Context: an optimization exercise on an open-source flow, tuned for small area. The choices shown serve that exercise and are no tape-out recipe. The RTL was checked by simulation tests, not by an equivalence proof against the original design. No run shown here takes its clock network from TritonCTS; it comes from the design's own scripts or RTL. No driver is modelled on the clock port, so clock power and skew are understated where the tree is cut down; a real chip needs a root buffer or a tree. Power is estimated from default activity; no workload was simulated.

==> flow/design.v <==
module full_traffic_light(
input clk_27,
input reset,
input de_bug,
input left_turn_request,
input [1:0]push_button,
output northbound_green, northbound_amber, northbound_red,
output southbound_green, southbound_amber, southbound_red,
output [1:0] southbound_arrow,
output eastbound_green, eastbound_amber, eastbound_red,
output westbound_green, westbound_amber, westbound_red,
output [4:0] NBnd_D, SBnd_D, EBnd_D, WBnd_D,
output [6:1] northbound, southbound, eastbound, westbound
);
reg a;
reg b;
reg [9:0] c005;
reg [12:0] c05;
reg [13:0] c1;
reg [10:0] c10;
reg clk0_05;
reg clk0_5;
reg clk1;
reg clk_10;
reg clk_d_q;
reg clk_q;
reg [5:0] e;
reg ew_red;
reg fd;
reg h;
reg n_red;
reg s_red;
reg walk_request;
reg wk;
reg wlk;
wire n8;
wire n9;
wire n10;
wire n11;
wire n13;
wire n14;
wire n15;
wire n17;
wire n18;
wire n19;
wire n20;
wire n21;
wire n22;
wire n25;
wire n26;
wire n28;
wire n31;
wire n37;
wire n39;
wire n40;
wire n41;
wire n43;
wire n44;
wire n48;
wire n51;
wire n54;
wire n57;
wire n60;
wire n61;
wire n62;
wire n64;
wire n68;
wire n72;
wire n75;
wire n79;
wire n80;
wire n81;
wire n83;
wire n86;
wire n91;
wire n94;
wire n95;
wire n96;
wire n98;
wire n103;
wire n107;
wire n111;
wire n113;
wire n115;
wire n116;
wire n117;
wire n118;
wire n119;
wire n120;
wire n122;
wire n124;
wire n125;
wire n126;
wire n127;
wire n129;
wire n130;
wire n131;
wire n132;
wire n133;
wire n134;
wire n135;
wire n136;
wire n138;
wire n139;
wire n140;
wire n141;
wire n142;
wire n143;
wire n144;
wire n145;
wire n146;
wire n147;
wire n148;
wire n149;
wire n150;
wire n151;
wire n152;
wire n153;
wire n154;
wire n155;
wire n156;
wire n157;
wire n158;
wire n159;
wire n160;
wire n161;
wire n162;
wire n163;
wire n164;
wire n165;
wire n166;
wire n167;
wire n168;
wire n169;
wire n170;
wire n171;
wire n172;
wire n173;
wire n174;
always @ (posedge clk_27 or negedge reset) if (reset == 1'b0) a <= 1'b0; else a <= n168;
always @ (posedge clk_27 or negedge reset) if (reset == 1'b0) b <= 1'b0; else b <= n167;
always @ (posedge clk_27 or negedge reset) if (reset == 1'b0) c005[0] <= 1'b0; else c005[0] <= n64;
always @ (posedge clk_27 or negedge reset) if (reset == 1'b0) c005[1] <= 1'b1; else c005[1] <= c005[0];
always @ (posedge clk_27 or negedge reset) if (reset == 1'b0) c005[2] <= 1'b0; else c005[2] <= c005[1];
always @ (posedge clk_27 or negedge reset) if (reset == 1'b0) c005[3] <= 1'b1; else c005[3] <= c005[2];
always @ (posedge clk_27 or negedge reset) if (reset == 1'b0) c005[4] <= 1'b0; else c005[4] <= c005[3];
always @ (posedge clk_27 or negedge reset) if (reset == 1'b0) c005[5] <= 1'b0; else c005[5] <= n62;
always @ (posedge clk_27 or negedge reset) if (reset == 1'b0) c005[6] <= 1'b0; else c005[6] <= c005[5];
always @ (posedge clk_27 or negedge reset) if (reset == 1'b0) c005[7] <= 1'b1; else c005[7] <= c005[6];
always @ (posedge clk_27 or negedge reset) if (reset == 1'b0) c005[8] <= 1'b0; else c005[8] <= c005[7];
always @ (posedge clk_27 or negedge reset) if (reset == 1'b0) c005[9] <= 1'b0; else c005[9] <= c005[8];
always @ (posedge clk_27 or negedge reset) if (reset == 1'b0) c05[0] <= 1'b0; else c05[0] <= n83;
always @ (posedge clk_27 or negedge reset) if (reset == 1'b0) c05[1] <= 1'b0; else c05[1] <= c05[0];
always @ (posedge clk_27 or negedge reset) if (reset == 1'b0) c05[2] <= 1'b0; else c05[2] <= c05[1];
always @ (posedge clk_27 or negedge reset) if (reset == 1'b0) c05[3] <= 1'b1; else c05[3] <= c05[2];
always @ (posedge clk_27 or negedge reset) if (reset == 1'b0) c05[4] <= 1'b0; else c05[4] <= n81;
always @ (posedge clk_27 or negedge reset) if (reset == 1'b0) c05[5] <= 1'b0; else c05[5] <= c05[4];
always @ (posedge clk_27 or negedge reset) if (reset == 1'b0) c05[6] <= 1'b0; else c05[6] <= c05[5];
always @ (posedge clk_27 or negedge reset) if (reset == 1'b0) c05[7] <= 1'b0; else c05[7] <= c05[6];
always @ (posedge clk_27 or negedge reset) if (reset == 1'b0) c05[8] <= 1'b1; else c05[8] <= c05[7];
always @ (posedge clk_27 or negedge reset) if (reset == 1'b0) c05[9] <= 1'b0; else c05[9] <= c05[8];
always @ (posedge clk_27 or negedge reset) if (reset == 1'b0) c05[10] <= 1'b1; else c05[10] <= c05[9];
always @ (posedge clk_27 or negedge reset) if (reset == 1'b0) c05[11] <= 1'b1; else c05[11] <= c05[10];
always @ (posedge clk_27 or negedge reset) if (reset == 1'b0) c05[12] <= 1'b0; else c05[12] <= c05[11];
always @ (posedge clk_27 or negedge reset) if (reset == 1'b0) c1[0] <= 1'b0; else c1[0] <= n119;
always @ (posedge clk_27 or negedge reset) if (reset == 1'b0) c1[1] <= 1'b0; else c1[1] <= c1[0];
always @ (posedge clk_27 or negedge reset) if (reset == 1'b0) c1[2] <= 1'b1; else c1[2] <= c1[1];
always @ (posedge clk_27 or negedge reset) if (reset == 1'b0) c1[3] <= 1'b1; else c1[3] <= c1[2];
always @ (posedge clk_27 or negedge reset) if (reset == 1'b0) c1[4] <= 1'b0; else c1[4] <= c1[3];
always @ (posedge clk_27 or negedge reset) if (reset == 1'b0) c1[5] <= 1'b0; else c1[5] <= c1[4];
always @ (posedge clk_27 or negedge reset) if (reset == 1'b0) c1[6] <= 1'b0; else c1[6] <= c1[5];
always @ (posedge clk_27 or negedge reset) if (reset == 1'b0) c1[7] <= 1'b0; else c1[7] <= n117;
always @ (posedge clk_27 or negedge reset) if (reset == 1'b0) c1[8] <= 1'b1; else c1[8] <= c1[7];
always @ (posedge clk_27 or negedge reset) if (reset == 1'b0) c1[9] <= 1'b0; else c1[9] <= c1[8];
always @ (posedge clk_27 or negedge reset) if (reset == 1'b0) c1[10] <= 1'b0; else c1[10] <= c1[9];
always @ (posedge clk_27 or negedge reset) if (reset == 1'b0) c1[11] <= 1'b0; else c1[11] <= c1[10];
always @ (posedge clk_27 or negedge reset) if (reset == 1'b0) c1[12] <= 1'b0; else c1[12] <= c1[11];
always @ (posedge clk_27 or negedge reset) if (reset == 1'b0) c1[13] <= 1'b1; else c1[13] <= c1[12];
always @ (posedge clk_27 or negedge reset) if (reset == 1'b0) c10[0] <= 1'b0; else c10[0] <= n98;
always @ (posedge clk_27 or negedge reset) if (reset == 1'b0) c10[1] <= 1'b1; else c10[1] <= c10[0];
always @ (posedge clk_27 or negedge reset) if (reset == 1'b0) c10[2] <= 1'b1; else c10[2] <= c10[1];
always @ (posedge clk_27 or negedge reset) if (reset == 1'b0) c10[3] <= 1'b0; else c10[3] <= c10[2];
always @ (posedge clk_27 or negedge reset) if (reset == 1'b0) c10[4] <= 1'b0; else c10[4] <= c10[3];
always @ (posedge clk_27 or negedge reset) if (reset == 1'b0) c10[5] <= 1'b0; else c10[5] <= n96;
always @ (posedge clk_27 or negedge reset) if (reset == 1'b0) c10[6] <= 1'b0; else c10[6] <= c10[5];
always @ (posedge clk_27 or negedge reset) if (reset == 1'b0) c10[7] <= 1'b0; else c10[7] <= c10[6];
always @ (posedge clk_27 or negedge reset) if (reset == 1'b0) c10[8] <= 1'b0; else c10[8] <= c10[7];
always @ (posedge clk_27 or negedge reset) if (reset == 1'b0) c10[9] <= 1'b0; else c10[9] <= c10[8];
always @ (posedge clk_27 or negedge reset) if (reset == 1'b0) c10[10] <= 1'b1; else c10[10] <= c10[9];
always @ (posedge clk_27 or negedge reset) if (reset == 1'b0) clk0_05 <= 1'b0; else clk0_05 <= n61;
always @ (posedge clk_27 or negedge reset) if (reset == 1'b0) clk0_5 <= 1'b0; else clk0_5 <= n80;
always @ (posedge clk_27 or negedge reset) if (reset == 1'b0) clk1 <= 1'b0; else clk1 <= n116;
always @ (posedge clk_27 or negedge reset) if (reset == 1'b0) clk_10 <= 1'b0; else clk_10 <= n95;
always @ (posedge clk_27) clk_d_q <= n48;
always @ (posedge clk_27) clk_q <= n26;
always @ (posedge clk_27 or negedge reset) if (reset == 1'b0) e[0] <= 1'b0; else e[0] <= n157;
always @ (posedge clk_27 or negedge reset) if (reset == 1'b0) e[1] <= 1'b0; else e[1] <= n156;
always @ (posedge clk_27 or negedge reset) if (reset == 1'b0) e[2] <= 1'b1; else e[2] <= n152;
always @ (posedge clk_27 or negedge reset) if (reset == 1'b0) e[3] <= 1'b0; else e[3] <= n149;
always @ (posedge clk_27 or negedge reset) if (reset == 1'b0) e[4] <= 1'b0; else e[4] <= n145;
always @ (posedge clk_27 or negedge reset) if (reset == 1'b0) e[5] <= 1'b0; else e[5] <= n165;
always @ (posedge clk_27 or negedge reset) if (reset == 1'b0) ew_red <= 1'b1; else ew_red <= n154;
always @ (posedge clk_27 or negedge reset) if (reset == 1'b0) fd <= 1'b0; else fd <= n174;
always @ (posedge clk_27 or negedge reset) if (reset == 1'b0) h <= 1'b0; else h <= n127;
always @ (posedge clk_27 or negedge reset) if (reset == 1'b0) n_red <= 1'b0; else n_red <= n170;
always @ (posedge clk_27 or negedge reset) if (reset == 1'b0) s_red <= 1'b0; else s_red <= n134;
always @ (posedge clk_27 or negedge reset) if (reset == 1'b0) walk_request <= 1'b0; else walk_request <= n139;
always @ (posedge clk_27 or negedge reset) if (reset == 1'b0) wk <= 1'b0; else wk <= n160;
always @ (posedge clk_27 or negedge reset) if (reset == 1'b0) wlk <= 1'b0; else wlk <= n163;
g_mux2i_1 u0 (.A0(clk1), .A1(clk_10), .S(de_bug), .Y(n25));
g_clkinv_1 u1 (.A(n25), .Y(n26));
g_clkinv_1 u2 (.A(h), .Y(n28));
g_nor2_1 u3 (.A(a), .B(b), .Y(n31));
g_nand2_1 u4 (.A(n28), .B(n31), .Y(n14));
g_o41ai_1 u5 (.A1(e[4]), .A2(e[1]), .A3(e[3]), .A4(e[2]), .B1(e[5]), .Y(n37));
g_nand3_1 u6 (.A(wk), .B(n31), .C(n37), .Y(n39));
g_nor2_1 u7 (.A(h), .B(b), .Y(n40));
g_nand2_1 u8 (.A(a), .B(n40), .Y(n41));
g_o21ai_0 u9 (.A1(h), .A2(n39), .B1(n41), .Y(n18));
g_nand2_1 u10 (.A(wlk), .B(n_red), .Y(n20));
g_nand2_1 u11 (.A(h), .B(n31), .Y(n8));
g_o21ai_0 u12 (.A1(n28), .A2(n39), .B1(n41), .Y(n17));
g_nand3b_1 u13 (.A_N(b), .B(h), .C(a), .Y(n13));
g_nand2_1 u14 (.A(a), .B(b), .Y(n43));
g_nand3b_1 u15 (.A_N(n31), .B(n43), .C(h), .Y(n11));
g_nand3b_1 u16 (.A_N(a), .B(h), .C(b), .Y(n9));
g_nor2_1 u17 (.A(a), .B(h), .Y(n44));
g_nand2_1 u18 (.A(b), .B(n44), .Y(n15));
g_nor2b_1 u19 (.A(n_red), .B_N(fd), .Y(n21));
g_and2_0 u20 (.A(n_red), .B(fd), .X(n19));
g_nand2b_1 u21 (.A_N(n_red), .B(wlk), .Y(n22));
g_mux2_1 u22 (.A0(clk0_5), .A1(clk0_05), .S(de_bug), .X(n48));
g_nand2_1 u23 (.A(c005[6]), .B(c005[4]), .Y(n51));
g_nor3_1 u24 (.A(n51), .B(c005[5]), .C(c005[7]), .Y(n54));
g_nor2_1 u25 (.A(c005[1]), .B(c005[3]), .Y(n57));
g_nand4_1 u26 (.A(c005[0]), .B(c005[2]), .C(n54), .D(n57), .Y(n60));
g_xnor2_1 u27 (.A(clk0_05), .B(n60), .Y(n61));
g_and2_0 u28 (.A(c005[4]), .B(n60), .X(n62));
g_xor2_1 u29 (.A(c005[0]), .B(c005[9]), .X(n64));
g_nor3_1 u30 (.A(c05[6]), .B(c05[4]), .C(c05[8]), .Y(n68));
g_nand4_1 u31 (.A(c05[2]), .B(c05[3]), .C(c05[7]), .D(n68), .Y(n72));
g_nor3_1 u32 (.A(c05[1]), .B(c05[0]), .C(n72), .Y(n75));
g_nand4b_1 u33 (.A_N(c05[11]), .B(n75), .C(c05[9]), .D(c05[10]), .Y(n79));
g_xnor2_1 u34 (.A(clk0_5), .B(n79), .Y(n80));
g_and2_0 u35 (.A(c05[3]), .B(n79), .X(n81));
g_xor2_1 u36 (.A(c05[3]), .B(c05[12]), .X(n83));
g_nand2_1 u37 (.A(c10[10]), .B(c10[9]), .Y(n86));
g_nand4b_1 u38 (.A_N(c10[5]), .B(c10[4]), .C(c10[0]), .D(c10[1]), .Y(n91));
g_nor4_1 u39 (.A(c10[8]), .B(c10[7]), .C(n86), .D(n91), .Y(n94));
g_xor2_1 u40 (.A(clk_10), .B(n94), .X(n95));
g_nor2b_1 u41 (.A(n94), .B_N(c10[4]), .Y(n96));
g_xnor2_1 u42 (.A(c10[10]), .B(c10[2]), .Y(n98));
g_nor4b_1 u43 (.A(c1[10]), .B(c1[9]), .C(c1[11]), .D_N(c1[13]), .Y(n103));
g_nor3_1 u44 (.A(c1[0]), .B(c1[3]), .C(c1[4]), .Y(n107));
g_nand3_1 u45 (.A(c1[7]), .B(c1[1]), .C(c1[2]), .Y(n111));
g_nor2_1 u46 (.A(n111), .B(c1[5]), .Y(n113));
g_nand4_1 u47 (.A(c1[6]), .B(n103), .C(n107), .D(n113), .Y(n115));
g_xnor2_1 u48 (.A(clk1), .B(n115), .Y(n116));
g_and2_0 u49 (.A(c1[6]), .B(n115), .X(n117));
g_xor2_1 u50 (.A(c1[0]), .B(c1[13]), .X(n118));
g_xnor2_1 u51 (.A(c1[3]), .B(n118), .Y(n119));
g_and3_1 u52 (.A(e[1]), .B(e[3]), .C(e[2]), .X(n120));
g_nor2_1 u53 (.A(clk_q), .B(n25), .Y(n122));
g_and3_1 u54 (.A(e[0]), .B(n120), .C(n122), .X(n124));
g_nand3_1 u55 (.A(e[5]), .B(e[4]), .C(n124), .Y(n125));
g_nor2_1 u56 (.A(n43), .B(n125), .Y(n126));
g_xnor2_1 u57 (.A(n28), .B(n126), .Y(n127));
g_nand2b_1 u58 (.A_N(clk_d_q), .B(n48), .Y(n129));
g_clkinv_1 u59 (.A(n129), .Y(n130));
g_nor2_1 u60 (.A(s_red), .B(n41), .Y(n131));
g_a21oi_1 u61 (.A1(h), .A2(n43), .B1(n131), .Y(n132));
g_nor2_1 u62 (.A(s_red), .B(n130), .Y(n133));
g_a21oi_1 u63 (.A1(n130), .A2(n132), .B1(n133), .Y(n134));
g_o21ai_0 u64 (.A1(h), .A2(left_turn_request), .B1(a), .Y(n135));
g_or2_0 u65 (.A(n40), .B(n135), .X(n136));
g_o21ai_0 u66 (.A1(n125), .A2(n136), .B1(walk_request), .Y(n138));
g_nand2_1 u67 (.A(push_button[1]), .B(n138), .Y(n139));
g_xnor2_1 u68 (.A(e[4]), .B(n124), .Y(n140));
g_nor2_1 u69 (.A(h), .B(push_button[0]), .Y(n141));
g_nor2_1 u70 (.A(a), .B(n141), .Y(n142));
g_clkinv_1 u71 (.A(n125), .Y(n143));
g_o21ai_0 u72 (.A1(n40), .A2(n142), .B1(n143), .Y(n144));
g_nand2_1 u73 (.A(n140), .B(n144), .Y(n145));
g_and3_1 u74 (.A(e[1]), .B(e[0]), .C(n122), .X(n146));
g_a21oi_1 u75 (.A1(e[2]), .A2(n146), .B1(e[3]), .Y(n147));
g_nand2b_1 u76 (.A_N(n125), .B(n136), .Y(n148));
g_o21ai_0 u77 (.A1(n124), .A2(n147), .B1(n148), .Y(n149));
g_nor2_1 u78 (.A(n31), .B(n125), .Y(n150));
g_nand2b_1 u79 (.A_N(n150), .B(e[2]), .Y(n151));
g_xnor2_1 u80 (.A(n146), .B(n151), .Y(n152));
g_o221ai_1 u81 (.A1(a), .A2(h), .B1(ew_red), .B2(n41), .C1(n130), .Y(n153));
g_o21a_1 u82 (.A1(ew_red), .A2(n130), .B1(n153), .X(n154));
g_a21oi_1 u83 (.A1(e[0]), .A2(n122), .B1(e[1]), .Y(n155));
g_o21ai_0 u84 (.A1(n146), .A2(n155), .B1(n144), .Y(n156));
g_xor2_1 u85 (.A(e[0]), .B(n122), .X(n157));
g_nand2_1 u86 (.A(walk_request), .B(n143), .Y(n158));
g_nand2_1 u87 (.A(wk), .B(n125), .Y(n159));
g_nand2_1 u88 (.A(n158), .B(n159), .Y(n160));
g_nand3_1 u89 (.A(wk), .B(n31), .C(n130), .Y(n161));
g_nor4_1 u90 (.A(e[5]), .B(e[4]), .C(n120), .D(n161), .Y(n162));
g_a21o_1 u91 (.A1(wlk), .A2(n129), .B1(n162), .X(n163));
g_a21oi_1 u92 (.A1(e[4]), .A2(n124), .B1(e[5]), .Y(n164));
g_o21ai_0 u93 (.A1(n143), .A2(n164), .B1(n148), .Y(n165));
g_nand2_1 u94 (.A(b), .B(n125), .Y(n166));
g_nand2_1 u95 (.A(n144), .B(n166), .Y(n167));
g_a22o_1 u96 (.A1(a), .A2(n125), .B1(n136), .B2(n150), .X(n168));
g_o221ai_1 u97 (.A1(a), .A2(n28), .B1(n_red), .B2(n41), .C1(n130), .Y(n169));
g_o21a_1 u98 (.A1(n_red), .A2(n130), .B1(n169), .X(n170));
g_mux2i_1 u99 (.A0(n21), .A1(n19), .S(h), .Y(n171));
g_nand2_1 u100 (.A(n37), .B(n171), .Y(n172));
g_a21oi_1 u101 (.A1(fd), .A2(n129), .B1(n162), .Y(n173));
g_o21ai_0 u102 (.A1(n161), .A2(n172), .B1(n173), .Y(n174));
assign northbound_green = n8;
assign northbound_amber = n9;
assign northbound_red = n_red;
assign southbound_green = n8;
assign southbound_amber = n11;
assign southbound_red = s_red;
assign southbound_arrow[0] = n13;
assign southbound_arrow[1] = n13;
assign eastbound_green = n14;
assign eastbound_amber = n15;
assign eastbound_red = ew_red;
assign westbound_green = n14;
assign westbound_amber = n15;
assign westbound_red = ew_red;
assign NBnd_D[0] = n17;
assign NBnd_D[1] = n17;
assign NBnd_D[2] = n17;
assign NBnd_D[3] = n17;
assign NBnd_D[4] = n17;
assign SBnd_D[0] = n17;
assign SBnd_D[1] = n17;
assign SBnd_D[2] = n17;
assign SBnd_D[3] = n17;
assign SBnd_D[4] = n17;
assign EBnd_D[0] = n18;
assign EBnd_D[1] = n18;
assign EBnd_D[2] = n18;
assign EBnd_D[3] = n18;
assign EBnd_D[4] = n18;
assign WBnd_D[0] = n18;
assign WBnd_D[1] = n18;
assign WBnd_D[2] = n18;
assign WBnd_D[3] = n18;
assign WBnd_D[4] = n18;
assign northbound[1] = n19;
assign northbound[2] = n19;
assign northbound[3] = n19;
assign northbound[4] = n19;
assign northbound[5] = n19;
assign northbound[6] = n20;
assign southbound[1] = n19;
assign southbound[2] = n19;
assign southbound[3] = n19;
assign southbound[4] = n19;
assign southbound[5] = n19;
assign southbound[6] = n20;
assign eastbound[1] = n21;
assign eastbound[2] = n21;
assign eastbound[3] = n21;
assign eastbound[4] = n21;
assign eastbound[5] = n21;
assign eastbound[6] = n22;
assign westbound[1] = n21;
assign westbound[2] = n21;
assign westbound[3] = n21;
assign westbound[4] = n21;
assign westbound[5] = n21;
assign westbound[6] = n22;
endmodule
module g_a21o_1(input A1, input A2, input B1, output X);
assign X = (A1&A2) | (B1);
endmodule
module g_a21oi_1(input A1, input A2, input B1, output Y);
assign Y = (~A1&~B1) | (~A2&~B1);
endmodule
module g_a22o_1(input A1, input A2, input B1, input B2, output X);
assign X = (B1&B2) | (A1&A2);
endmodule
module g_and2_0(input A, input B, output X);
assign X = (A&B);
endmodule
module g_and3_1(input A, input B, input C, output X);
assign X = (A&B&C);
endmodule
module g_clkinv_1(input A, output Y);
assign Y = (~A);
endmodule
module g_mux2_1(input A0, input A1, input S, output X);
assign X = (A0&~S) | (A1&S);
endmodule
module g_mux2i_1(input A0, input A1, input S, output Y);
assign Y = (~A0&~S) | (~A1&S);
endmodule
module g_nand2_1(input A, input B, output Y);
assign Y = (~A) | (~B);
endmodule
module g_nand2b_1(input A_N, input B, output Y);
assign Y = (A_N) | (~B);
endmodule
module g_nand3_1(input A, input B, input C, output Y);
assign Y = (~A) | (~B) | (~C);
endmodule
module g_nand3b_1(input A_N, input B, input C, output Y);
assign Y = (A_N) | (~B) | (~C);
endmodule
module g_nand4_1(input A, input B, input C, input D, output Y);
assign Y = (~A) | (~B) | (~C) | (~D);
endmodule
module g_nand4b_1(input A_N, input B, input C, input D, output Y);
assign Y = (A_N) | (~B) | (~C) | (~D);
endmodule
module g_nor2_1(input A, input B, output Y);
assign Y = (~A&~B);
endmodule
module g_nor2b_1(input A, input B_N, output Y);
assign Y = (~A&B_N);
endmodule
module g_nor3_1(input A, input B, input C, output Y);
assign Y = (~A&~B&~C);
endmodule
module g_nor4_1(input A, input B, input C, input D, output Y);
assign Y = (~A&~B&~C&~D);
endmodule
module g_nor4b_1(input A, input B, input C, input D_N, output Y);
assign Y = (~A&~B&~C&D_N);
endmodule
module g_o21a_1(input A1, input A2, input B1, output X);
assign X = (A1&B1) | (A2&B1);
endmodule
module g_o21ai_0(input A1, input A2, input B1, output Y);
assign Y = (~A1&~A2) | (~B1);
endmodule
module g_o221ai_1(input A1, input A2, input B1, input B2, input C1, output Y);
assign Y = (~B1&~B2) | (~A1&~A2) | (~C1);
endmodule
module g_o41ai_1(input A1, input A2, input A3, input A4, input B1, output Y);
assign Y = (~A1&~A2&~A3&~A4) | (~B1);
endmodule
module g_or2_0(input A, input B, output X);
assign X = (A) | (B);
endmodule
module g_xnor2_1(input A, input B, output Y);
assign Y = (~A&~B) | (A&B);
endmodule
module g_xor2_1(input A, input B, output X);
assign X = (A&~B) | (~A&B);
endmodule
==> flow/flow/run.sh <==
#!/bin/bash
# Standard layout, except:
#  - logic cells are set to their smallest drive strength after floorplan
#    (flow/downsize.tcl); later repair steps upsize where needed;
#  - the port buffers are the smallest buffer cell (buf_1);
#  - the clock tree is a few clock buffers, one per cluster of flip-flops,
#    each driven by the clock port (flow/cts.tcl).
set -euo pipefail
export POST_FLOORPLAN_TCL="$(pwd)/flow/downsize.tcl"
export BUFFER_PORTS_ARGS="-buffer_cell sky130_fd_sc_hd__buf_1"
export PRE_CTS_TCL="$(pwd)/flow/cts.tcl"
export MY_CLOCK_CLUSTERS="${MY_CLOCK_CLUSTERS:-4}"
export MY_CLOCK_BUFFER="${MY_CLOCK_BUFFER:-sky130_fd_sc_hd__clkbuf_8}"
bash standard.sh > standard.log 2>&1
==> flow/flow/cts.tcl <==
# Replaces clock_tree_synthesis (sourced before CTS): the flip-flops are
# split into MY_CLOCK_CLUSTERS groups by k-means on their placement, and
# each group gets one MY_CLOCK_BUFFER at its centre, driven by the clock
# port.  Every flip-flop clock pin is driven by exactly one buffer.
rename clock_tree_synthesis __orig_clock_tree_synthesis
proc clock_tree_synthesis {args} {
  set k $::env(MY_CLOCK_CLUSTERS)
  set buf $::env(MY_CLOCK_BUFFER)
  set block [ord::get_db_block]
  set dbu [$block getDbUnitsPerMicron]
  set pins [get_pins -of_objects [get_nets clk_27]]
  set pts {}
  foreach p $pins {
    set box [[[sta::sta_to_db_pin $p] getInst] getBBox]
    lappend pts [list $p [expr {([$box xMin] + [$box xMax]) / 2.0 / $dbu}] \
      [expr {([$box yMin] + [$box yMax]) / 2.0 / $dbu}]]
  }
  set n [llength $pts]
  # initial centres: sinks spread along x + y
  set sorted [lsort -real -index 1 [lmap q $pts {list [lindex $q 0] [expr {[lindex $q 1] + [lindex $q 2]}]}]]
  set cx {}
  set cy {}
  for {set c 0} {$c < $k} {incr c} {
    set q [lindex $pts [lsearch -exact -index 0 $pts [lindex [lindex $sorted [expr {int(($c + 0.5) * $n / $k)}]] 0]]]
    lappend cx [lindex $q 1]
    lappend cy [lindex $q 2]
  }
  for {set it 0} {$it < 50} {incr it} {
    set groups [lrepeat $k {}]
    foreach q $pts {
      set best 0
      set bd 1e30
      for {set c 0} {$c < $k} {incr c} {
        set d [expr {abs([lindex $q 1] - [lindex $cx $c]) + abs([lindex $q 2] - [lindex $cy $c])}]
        if {$d < $bd} { set bd $d; set best $c }
      }
      lset groups $best [concat [lindex $groups $best] [list $q]]
    }
    for {set c 0} {$c < $k} {incr c} {
      set g [lindex $groups $c]
      if {[llength $g] == 0} { continue }
      set sx 0.0
      set sy 0.0
      foreach q $g { set sx [expr {$sx + [lindex $q 1]}]; set sy [expr {$sy + [lindex $q 2]}] }
      lset cx $c [expr {$sx / [llength $g]}]
      lset cy $c [expr {$sy / [llength $g]}]
    }
  }
  for {set c 0} {$c < $k} {incr c} {
    set g [lindex $groups $c]
    if {[llength $g] == 0} { continue }
    puts "clock buffer $c: [llength $g] sinks at [lindex $cx $c] [lindex $cy $c]"
    insert_buffer -buffer_cell $buf -net clk_27 -load_pins [lmap q $g {lindex $q 0}] \
      -location [list [lindex $cx $c] [lindex $cy $c]] \
      -buffer_name clkbuf_$c -net_name clknet_$c
  }
  foreach it [[[$block findBTerm clk_27] getNet] getITerms] {
    set inst [$it getInst]
    foreach o [$inst getITerms] {
      if {[$o isOutputSignal]} { [$o getNet] setSigType CLOCK }
    }
  }
  set_propagated_clock [all_clocks]
}
==> flow/flow/downsize.tcl <==
# Sourced after floorplan: every logic cell is set to the smallest drive
# strength of its own cell family (same function and pins).  Synthesis
# sizes for loads it cannot see; later resizing (repair_design,
# repair_timing) upsizes again where slew, capacitance or timing need it.
set db [ord::get_db]
set block [ord::get_db_block]
set dont_use $::env(DONT_USE_CELLS)
set families [dict create]
foreach lib [$db getLibs] {
  foreach m [$lib getMasters] {
    set n [$m getName]
    if {[lsearch -exact $dont_use $n] >= 0} { continue }
    if {![regexp {^(sky130_fd_sc_hd__[a-z0-9]+)_([0-9]+)$} $n -> fam drive]} { continue }
    set area [expr {[$m getWidth] * [$m getHeight]}]
    if {![dict exists $families $fam] || $area < [lindex [dict get $families $fam] 1]} {
      dict set families $fam [list $n $area]
    }
  }
}
set count 0
foreach inst [$block getInsts] {
  set m [$inst getMaster]
  set n [$m getName]
  if {![regexp {^(sky130_fd_sc_hd__[a-z0-9]+)_([0-9]+)$} $n -> fam drive]} { continue }
  # registers, clock cells, tie cells and physical cells keep their cell
  if {[regexp {__(df|dl|sdf|edf|clk|conb|tap|fill|decap|diode|probe|lpflow)} $n]} { continue }
  if {![dict exists $families $fam]} { continue }
  set best [lindex [dict get $families $fam] 0]
  set area [expr {[$m getWidth] * [$m getHeight]}]
  if {$best ne $n && [lindex [dict get $families $fam] 1] < $area} {
    replace_cell [$inst getName] $best
    incr count
  }
}
puts "downsize: $count cells set to their smallest drive strength"
==> flow/standard.sh <==
#!/bin/bash
# synth_recipe.tcl (not shown) runs the flow's synth.tcl, then flattens the netlist and writes it again
# the make line also repeats each setting of config.mk as NAME=value (left out here)
make -C /OpenROAD-flow-scripts/flow DESIGN_CONFIG=/design/flow/config.mk WORK_HOME=/design/flow/orfs CLKGATE_MAP_FILE= SYNTH_SCRIPT=/design/flow/synth_recipe.tcl "${@:-finish}"
==> flow/config.mk <==
export PLATFORM = sky130hd
export DESIGN_NAME = full_traffic_light
export DESIGN_NICKNAME = full_traffic_light
export VERILOG_FILES = /design/flow/design.v
export SDC_FILE = /design/flow/constraint.sdc
export NUM_CORES = 4
export LEC_CHECK = 0
export CAP_MARGIN = 20
export CORE_MARGIN = 2
export CORE_UTILIZATION = 65
export SLEW_MARGIN = 20
export SYNTH_HIERARCHICAL = 1
export SYNTH_MINIMUM_KEEP_SIZE = 0
==> flow/constraint.sdc <==
create_clock -name core_clock -period 10.0 [get_ports {clk_27}]
set_input_delay 2.0000 -clock core_clock [delete_from_list [all_inputs] [get_ports {clk_27}]]
set_output_delay 2.0000 -clock core_clock [all_outputs]
set_load 0.01 [all_outputs]
==> flow_summary.json, run 1 <==
{
  "status": "finished clean",
  "first_pass_iters": 4,
  "post-place-ws_ns": 6.273,
  "rows": 24,
  "synth_area_leader_cell": "dfrtp_1",
  "antennaDiodeCount": 0,
  "syn-cell-area_um2": 2843,
  "startpoint": "e[4]",
  "cap_viol_max_count": 0,
  "startpoint_type": "flip-flop",
  "cp_max_fo": 10,
  "power.switching_uw": 67.37,
  "setup_viol": 0,
  "rsz0062_at_grt": "false",
  "ys_warn_count": 7,
  "via_count": 1509,
  "yosysMostFrequentCell": "dfrtp_1",
  "syn-instance-count": 223,
  "min_delay_worst_endpoint": "c10[4]",
  "r2r_cells": 7,
  "synth_top_area_share_pct": 45.77,
  "ctsHoldBuffers": 0,
  "synthFlopType": "dfrtp_1",
  "muxShareOfSynthArea_pct": 1.232,
  "area_growth_pct": -3.873,
  "syn-num-nets": 229,
  "gpl.final_weighted_congestion": 0.7722,
  "p_clk_share_pct": 25.6,
  "min_period_ns": 3.905,
  "fillers": 333,
  "crit_type": "flip-flop to primary output",
  "synth-seq-cells": 70,
  "postCtsSetupRepairBufs": 0,
  "clk_latency_ns": 0.16,
  "nets": 249,
  "p_comb_share_pct": 1.5,
  "synth-compound-area-share_pct": 6.162,
  "synth_edf_count": 0,
  "grt_max_degree": 69,
  "drive_above_1_share_pct": 9.129,
  "yosys-top-cells-area": "dfrtp_1 (46%), dfstp_2 (15%), buf_4 (13%)",
  "crit_path_max_incr_delay_ns": 0.48,
  "final.period_utilization_pct": 39.05,
  "path_buf_inv": 1,
  "tightest_slew_ns": 0.7870,
  "relSlewSlack_pct": 47.53,
  "setup_slack_ns": 6.095,
  "cp_slowest_cell": "o21ai_1",
  "grt_pass1_wl_mm": 6.237,
  "hold_class": "flip-flop to flip-flop",
  "cts_resized": 0,
  "dp_hpwl_mm": 2.614,
  "dieArea_um2": 4918,
  "leakagePower_uw": 0.001252,
  "synth_simple_gate_area_share_pct": 12.90,
  "detail-route-antenna-nets": 0,
  "hp-start": "c10[3]",
  "crit_family": "compound AO/OA/AOI/OAI gates",
  "ios": 64,
  "crit_arrival_ns": 1.90,
  "grt_usage_pct": 15.03,
  "fp.dieW_um": 70.13,
  "antenna_found_initial": 0,
  "io_buffer_count": 63,
  "async_flop_share_pct": 97.14,
  "drc": 0,
  "syn_avg_cell_area_um2": 12.75,
  "dieHeight_um": 70.13,
  "whs_path_depth": 0,
  "drt-total-wl_mm": 3.680,
  "synth_cell_types": 30,
  "core_area_um2": 4294,
  "grt_overflow": 0,
  "synth_top_family_by_area": "buffers and inverters",
  "setup_tns_ns": 0,
  "clock.fmax_mhz": 256.1,
  "crit_required_ns": 8.00,
  "synth-xor-area-share_pct": 4.005,
  "vdd_drop_max_v": 0.0001272,
  "hold_viol_final": 0,
  "routedWlPerCell_um": 12.56,
  "start_util_pct": 66.20,
  "p_int_uw": 321.0,
  "fin_skew_ns": 0.02915,
  "path_depth": 4,
  "final_max_slew_viol_count": 0,
  "rr_startpoint": "clk_10",
  "regToRegEndpoint": "e[2]",
  "yosysSeqAreaShare_pct": 61.97,
  "power_density_nw_per_um2": 142.1,
  "synth_common_cells": "dfrtp_1 (52), buf_4 (50), dfstp_2 (16), nand2_1 (16), nor2_1 (12)",
  "swShare_pct": 17.35,
  "synth_adder_area_share_pct": 0,
  "crit_chain": "o41ai_1, nand3_1, o21ai_1, buf_1",
  "clk_pin_slew_ns": 0.11,
  "viasPerCell": 5.150,
  "seqPwrFrac_pct": 72.9,
  "end_kind": "primary output",
  "reg2reg_slack_ns": 8.17,
  "grt_pass1_vias": 1333,
  "drtIter0Drc": 39
}
state kept, by name, indices dropped and copies added (netlist names), 6 cells and up:
name and cells:
c05 13, c10 11, e 6, c005 10, c1 14
power groups by stage:
stage / logic (uW) / clock network [uW] / registers (uW)
floorplan: 0.150 / 0 / 288
global placement: 6.19 / 0 / 288
detailed placement: 6.52 / 0 / 288
CTS: 6.46 / 103 / 283
global route: 7.17 / 115 / 283
finish: 5.93 / 99.4 / 283
routing by layer:
metal / part of all wire [%] / global-route usage [%] / vias to the layer above / routed length [um]
met3: 5.4 / 1.010 / 6 / 198
met5: 0 / 0 / - / 0
met4: 1.6 / 1.923 / 0 / 59
li1: - / - / 729 / -
met2: 46 / 25.40 / 58 / 1694
met1: 47 / 22.53 / 716 / 1728
per-stage QoR:
step                power, uW  hold WS (ns)  area, um2  cells  utilization, %
floorplan               288.6        0.3312       2843    223               -
global placement        294.6        0.3343       2678    289           62.35
detailed placement      294.9        0.3426       2678    289           62.35
CTS                     392.9        0.3679       2733    293           63.64
global route            405.8        0.3729       2733    293           63.64
finish                  388.4        0.3671       2733    293           63.64
Yosys stat by module, one instance, submodules excluded, excerpt:
module,cell area (um2),cells inside
g_nor2_1,3.754,1
g_mux2i_1,10.01,1
g_nand4b_1,8.758,1
g_o21a_1,7.507,1
g_or2_0,6.256,1
g_xnor2_1,8.758,1
g_mux2_1,15.01,1
g_a21o_1,7.507,1
g_nand4_1,6.256,1
g_nand2_1,3.754,1
g_clkinv_1,3.754,1
g_xor2_1,8.758,1
kinds of logic (layout without fill, tap and decap cells):
| logic type | Yosys count | in the layout |
|---|---|---|
| AO/OA/AOI/OAI | 22 | 22 |
| XOR/XNOR | 13 | 13 |
| buffers and inverters | 54 | 72 |
| flip-flops | 70 | 70 |
| multiplexers | 3 | 3 |
| AND/OR/NAND/NOR | 61 | 61 |
placed cells by master, fill, tap and decap left out, types with 4 or more instances in the layout:
| cell | count |
|---|---|
| a21oi_1 | 6 |
| and2_1 | 4 |
| buf_1 | 62 |
| clkbuf_8 | 4 |
| dfrtp_1 | 52 |
| dfstp_2 | 16 |
| inv_1 | 4 |
| nand2_1 | 16 |
| nand2b_1 | 4 |
| nand3_1 | 4 |
| nor2_1 | 12 |
| nor3_1 | 4 |
| o21ai_1 | 9 |
| xnor2_1 | 8 |
| xor2_1 | 5 |
layout make-up, without the clock buffers:
| type | instances | area, um2 | area share [%] |
|---|---|---|---|
| Inverter | 4 | 15.01 | 0.5495 |
| Tap cell | 52 | 65.06 | 2.381 |
| Timing Repair Buffer | 64 | 245.2 | 8.974 |
| Sequential cell | 70 | 1762 | 64.47 |
| Multi-Input combinational cell | 99 | 590.6 | 21.61 |
how the worst max path moves through the flow:
stage                      to  slack (ns)
CTS                 EBnd_D[0]        6.06
floorplan           NBnd_D[0]        6.46
detailed placement  EBnd_D[0]        6.27
global placement    WBnd_D[4]        6.33
finish              EBnd_D[0]        6.10
global route        EBnd_D[3]        5.86
==> run 2, diff against run 1 <==
==> flow/flow/run.sh (replaced) <==
#!/bin/bash
# Standard layout, except:
#  - logic cells are set to their smallest drive strength after floorplan
#    (flow/downsize.tcl); later repair steps upsize where needed;
#  - the port buffers are the smallest buffer cell (buf_1);
#  - an input port buffer feeding one more buffer takes that buffer's
#    cell instead (flow/resize.tcl);
#  - the clock tree is a few clock buffers, one per cluster of flip-flops,
#    each driven by the clock port (flow/cts.tcl).
set -euo pipefail
export POST_FLOORPLAN_TCL="$(pwd)/flow/downsize.tcl"
export BUFFER_PORTS_ARGS="-buffer_cell sky130_fd_sc_hd__buf_1"
export PRE_RESIZE_TCL="$(pwd)/flow/resize.tcl"
export PRE_CTS_TCL="$(pwd)/flow/cts.tcl"
export MY_CLOCK_CLUSTERS="${MY_CLOCK_CLUSTERS:-4}"
export MY_CLOCK_BUFFER="${MY_CLOCK_BUFFER:-sky130_fd_sc_hd__clkbuf_8}"
bash standard.sh > standard.log 2>&1
==> flow/flow/resize.tcl (new file) <==
# Sourced before the resize step: an input port whose buffer drives a
# single buffer (added by placement's repair for a large fanout, as for the
# reset) gets that buffer's cell as its port buffer instead of the chain.
set block [ord::get_db_block]
foreach bterm [$block getBTerms] {
  if {[$bterm getIoType] ne "INPUT"} { continue }
  set net [$bterm getNet]
  if {$net eq "NULL" || [$net getSigType] eq "CLOCK"} { continue }
  set its [$net getITerms]
  if {[llength $its] != 1} { continue }
  set pbuf [[lindex $its 0] getInst]
  if {![regexp {__buf_|__clkbuf_} [[$pbuf getMaster] getName]]} { continue }
  set onet ""
  foreach it [$pbuf getITerms] { if {[$it isOutputSignal]} { set onet [$it getNet] } }
  if {$onet eq "" || $onet eq "NULL"} { continue }
  set loads {}
  foreach it [$onet getITerms] { if {[$it getInst] ne $pbuf} { lappend loads $it } }
  if {[llength $loads] != 1 || [llength [$onet getBTerms]] != 0} { continue }
  set b2 [[lindex $loads 0] getInst]
  set cell [[$b2 getMaster] getName]
  if {![regexp {__buf_|__clkbuf_} $cell]} { continue }
  puts "port [$bterm getName]: buffer [$pbuf getName] -> [$b2 getName] ($cell) merged"
  remove_buffers [get_cells [$b2 getName]]
  replace_cell [$pbuf getName] $cell
}
==> flow_summary.json, run 2 <==
{
  "clk_latency_ns": 0.17,
  "first_pass_iters": 4,
  "fin_skew_ns": 0.03615,
  "largest_register_ffs": 14,
  "rsz0062_at_grt": "false",
  "start_util_pct": 66.20,
  "async_flop_share_pct": 97.14,
  "vdd_drop_max_v": 0.0001240,
  "synth-compound-area-share_pct": 6.162,
  "synth_edf_count": 0,
  "met3WireLength_um": 196,
  "crit_type": "flip-flop to primary output",
  "tightest_slew_ns": 0.7780,
  "reg2reg_slack_ns": 8.18,
  "min_period_ns": 3.988,
  "muxShareOfSynthArea_pct": 1.232,
  "syn-num-nets": 229,
  "detail-route-antenna-nets": 0,
  "power_uw": 389.1,
  "leakagePower_uw": 0.001248,
  "drc": 0,
  "dieArea_um2": 4918,
  "fp.dieW_um": 70.13,
  "crit_arrival_ns": 1.99,
  "r2r_cells": 7,
  "startpoint_type": "flip-flop",
  "synth_simple_gate_area_share_pct": 12.90,
  "dr_wl_met2_mm": 1.689,
  "area_growth_pct": -4.049,
  "grt_usage_pct": 15.47,
  "grt_max_degree": 69,
  "viasPerCell": 5.168,
  "mostFrequentLayoutCells": "buf_1 (62), dfrtp_1 (52), nand2_1 (16), dfstp_2 (16), nor2_1 (12)",
  "synth_adder_area_share_pct": 0,
  "syn-cell-area_um2": 2843,
  "core_area_um2": 4294,
  "antennaDiodeCount": 0,
  "yosysMostFrequentCell": "dfrtp_1",
  "ctsHoldBuffers": 0,
  "fillers": 357,
  "dp.cells": 288,
  "grt_pass1_vias": 1346,
  "synthFlopType": "dfrtp_1",
  "ios": 64,
  "yosysSeqAreaShare_pct": 61.97,
  "cp_max_fo": 10,
  "startpoint": "e[4]",
  "dieHeight_um": 70.13,
  "dp_hpwl_mm": 2.611,
  "setup_tns_ns": 0,
  "final_area_um2": 2728,
  "seqCellArea_um2": 1762,
  "synth-xor-area-share_pct": 4.005,
  "grt_pass1_wl_mm": 6.417,
  "synth-seq-cells": 70,
  "end_kind": "primary output",
  "clk_pin_slew_ns": 0.10,
  "io_buffer_count": 63,
  "final_max_slew_viol_count": 0,
  "layout_commonest_cell": "buf_1",
  "synth_top_area_share_pct": 45.77,
  "cap_viol_max_count": 0,
  "post-place-ws_ns": 6.230,
  "synth_common_cells": "dfrtp_1 (52), buf_4 (50), dfstp_2 (16), nand2_1 (16), nor2_1 (12)",
  "regToRegEndpoint": "e[2]",
  "grt_overflow": 0,
  "drt-total-wl_mm": 3.697,
  "cp-endpoint": "EBnd_D[1]",
  "antenna_found_initial": 0,
  "top_register": "c1",
  "rr_startpoint": "clk1",
  "final.period_utilization_pct": 39.88,
  "post_dp_cell_area_um2": 2673,
  "hold_class": "flip-flop to flip-flop",
  "yosys-top-cells-area": "dfrtp_1 (46%), dfstp_2 (15%), buf_4 (13%)",
  "top_layer_used": "met4",
  "drt-met1-wl_mm": 1.748,
  "drtIter0Drc": 68,
  "ys_warn_count": 7,
  "routedWlPerCell_um": 12.66,
  "syn_avg_cell_area_um2": 12.75,
  "syn-instance-count": 223,
  "synth_cell_types": 30,
  "clock.fmax_mhz": 250.7,
  "power_density_nw_per_um2": 142.7,
  "cts_resized": 0,
  "relSlewSlack_pct": 48.13,
  "crit_required_ns": 8.00,
  "postCtsSetupRepairBufs": 0,
  "multi_input_area_um2": 590.6,
  "synth_top_family_by_area": "buffers and inverters",
  "via_count": 1509,
  "gpl.final_weighted_congestion": 0.7722,
  "setup_slack_ns": 6.012,
  "synth_area_leader_cell": "dfrtp_1",
  "top_regs": "c1 x14, c05 x13, c10 x11",
  "rows": 24,
  "nets": 248,
  "drive_above_1_share_pct": 8.750,
  "status": "finished clean",
  "setup_viol": 0,
  "final_cells": 292,
  "hold_viol_final": 0
}
[run 2: where the power goes]
part	leakage [uW]	switching, uW	internal, uW
registers	0.000863	0.00000000000000465	283
logic	0.000356	5.03	0.701
clock network	0.0000288	63.1	37.1
total	0.00125	68.1	321
[run 2: logic make-up (layout without fill, tap and decap cells)]
logic type	after synthesis	after routing
buf+inv	54	71
flops	70	70
xor+xnor	13	13
mux	3	3
compound gates	22	22
simple gates	61	61
[run 2: stage by stage]
step / utilization, % / hold WS, ns
2_1_floorplan: - / 0.3312
3_3_place_gp: 62.35 / 0.3343
3_5_place_dp: 62.24 / 0.3378
4_1_cts: 63.52 / 0.3666
5_1_grt: 63.52 / 0.3709
6_report: 63.52 / 0.3656
[run 2: critical path, cell delays in order, from the launching register on]
cell and delay (ns):
dfrtp_1 0.45, o41ai_1 0.54, nand3_1 0.16, o21ai_1 0.47
buf_1 0.21
[run 2: routing by layer]
layer	up-vias	track usage [%]
met4	0	1.282
met1	732	23.54
met3	5	1.587
li1	720	-
met5	-	0
met2	52	25.71
[run 2: layout make-up, without the clock buffers]
type                            instances  share of cell area, %
Inverter                                4                 0.5505
Multi-Input combinational cell         99                  21.65
Sequential cell                        70                  64.59
Tap cell                               52                  2.385
Timing Repair Buffer                   63                  8.807
[run 2: modules after synthesis (local to each module, per instance), excerpt]
module	cells	cell area, um2	flops+latches
g_o221ai_1	1	15.01	0
g_xor2_1	1	8.758	0
g_clkinv_1	1	3.754	0
g_nand2_1	1	3.754	0
g_nor4b_1	1	15.01	0
g_a22o_1	1	8.758	0
g_o21a_1	1	7.507	0
g_nand2b_1	1	6.256	0
g_nand3_1	1	5.005	0
g_nor3_1	1	10.01	0
g_o41ai_1	1	16.27	0
g_xnor2_1	1	8.758	0
[run 2: worst min path at each step]
stage | startpoint | to | slack [ns] | cells after the start
after floorplan | c005[8] | c005[9] | 0.33 | 0
after global placement | c10[6] | c10[7] | 0.33 | 0
after detailed placement | c05[5] | c05[6] | 0.34 | 0
after CTS | c10[3] | c10[4] | 0.37 | 0
after global routing | c10[3] | c10[4] | 0.37 | 0
final | c10[3] | c10[4] | 0.37 | 0

## what the ideal ports hide
Ports are ideal in the flow. The routed layouts listed here were re-timed in OpenROAD.
Step 1 sets driving cells, clkbuf_16 on the clock port and buf_2 on the other inputs (assumed; they add their load-dependent delay and slew).
Step 2, shift: input delay + t, output delay - t, t = (earliest + latest rising clock arrival at the registers) / 2. This alone moves slack from input paths to output paths.
a / b / c = no drivers / after step 1 / after step 2; a / b = the first two.
run | t, ns | setup slack, ns | hold WS [ns] | worst register clock-pin slew, ns
run 1 | 0.203 | 6.095 / 6.042 / 6.244 | 0.367 / 0.367 / 0.367 | 0.11 / 0.11
run 2 | 0.203 | 6.012 / 5.957 / 6.160 | 0.366 / 0.366 / 0.366 | 0.11 / 0.11
After both steps every run listed still meets setup and hold.
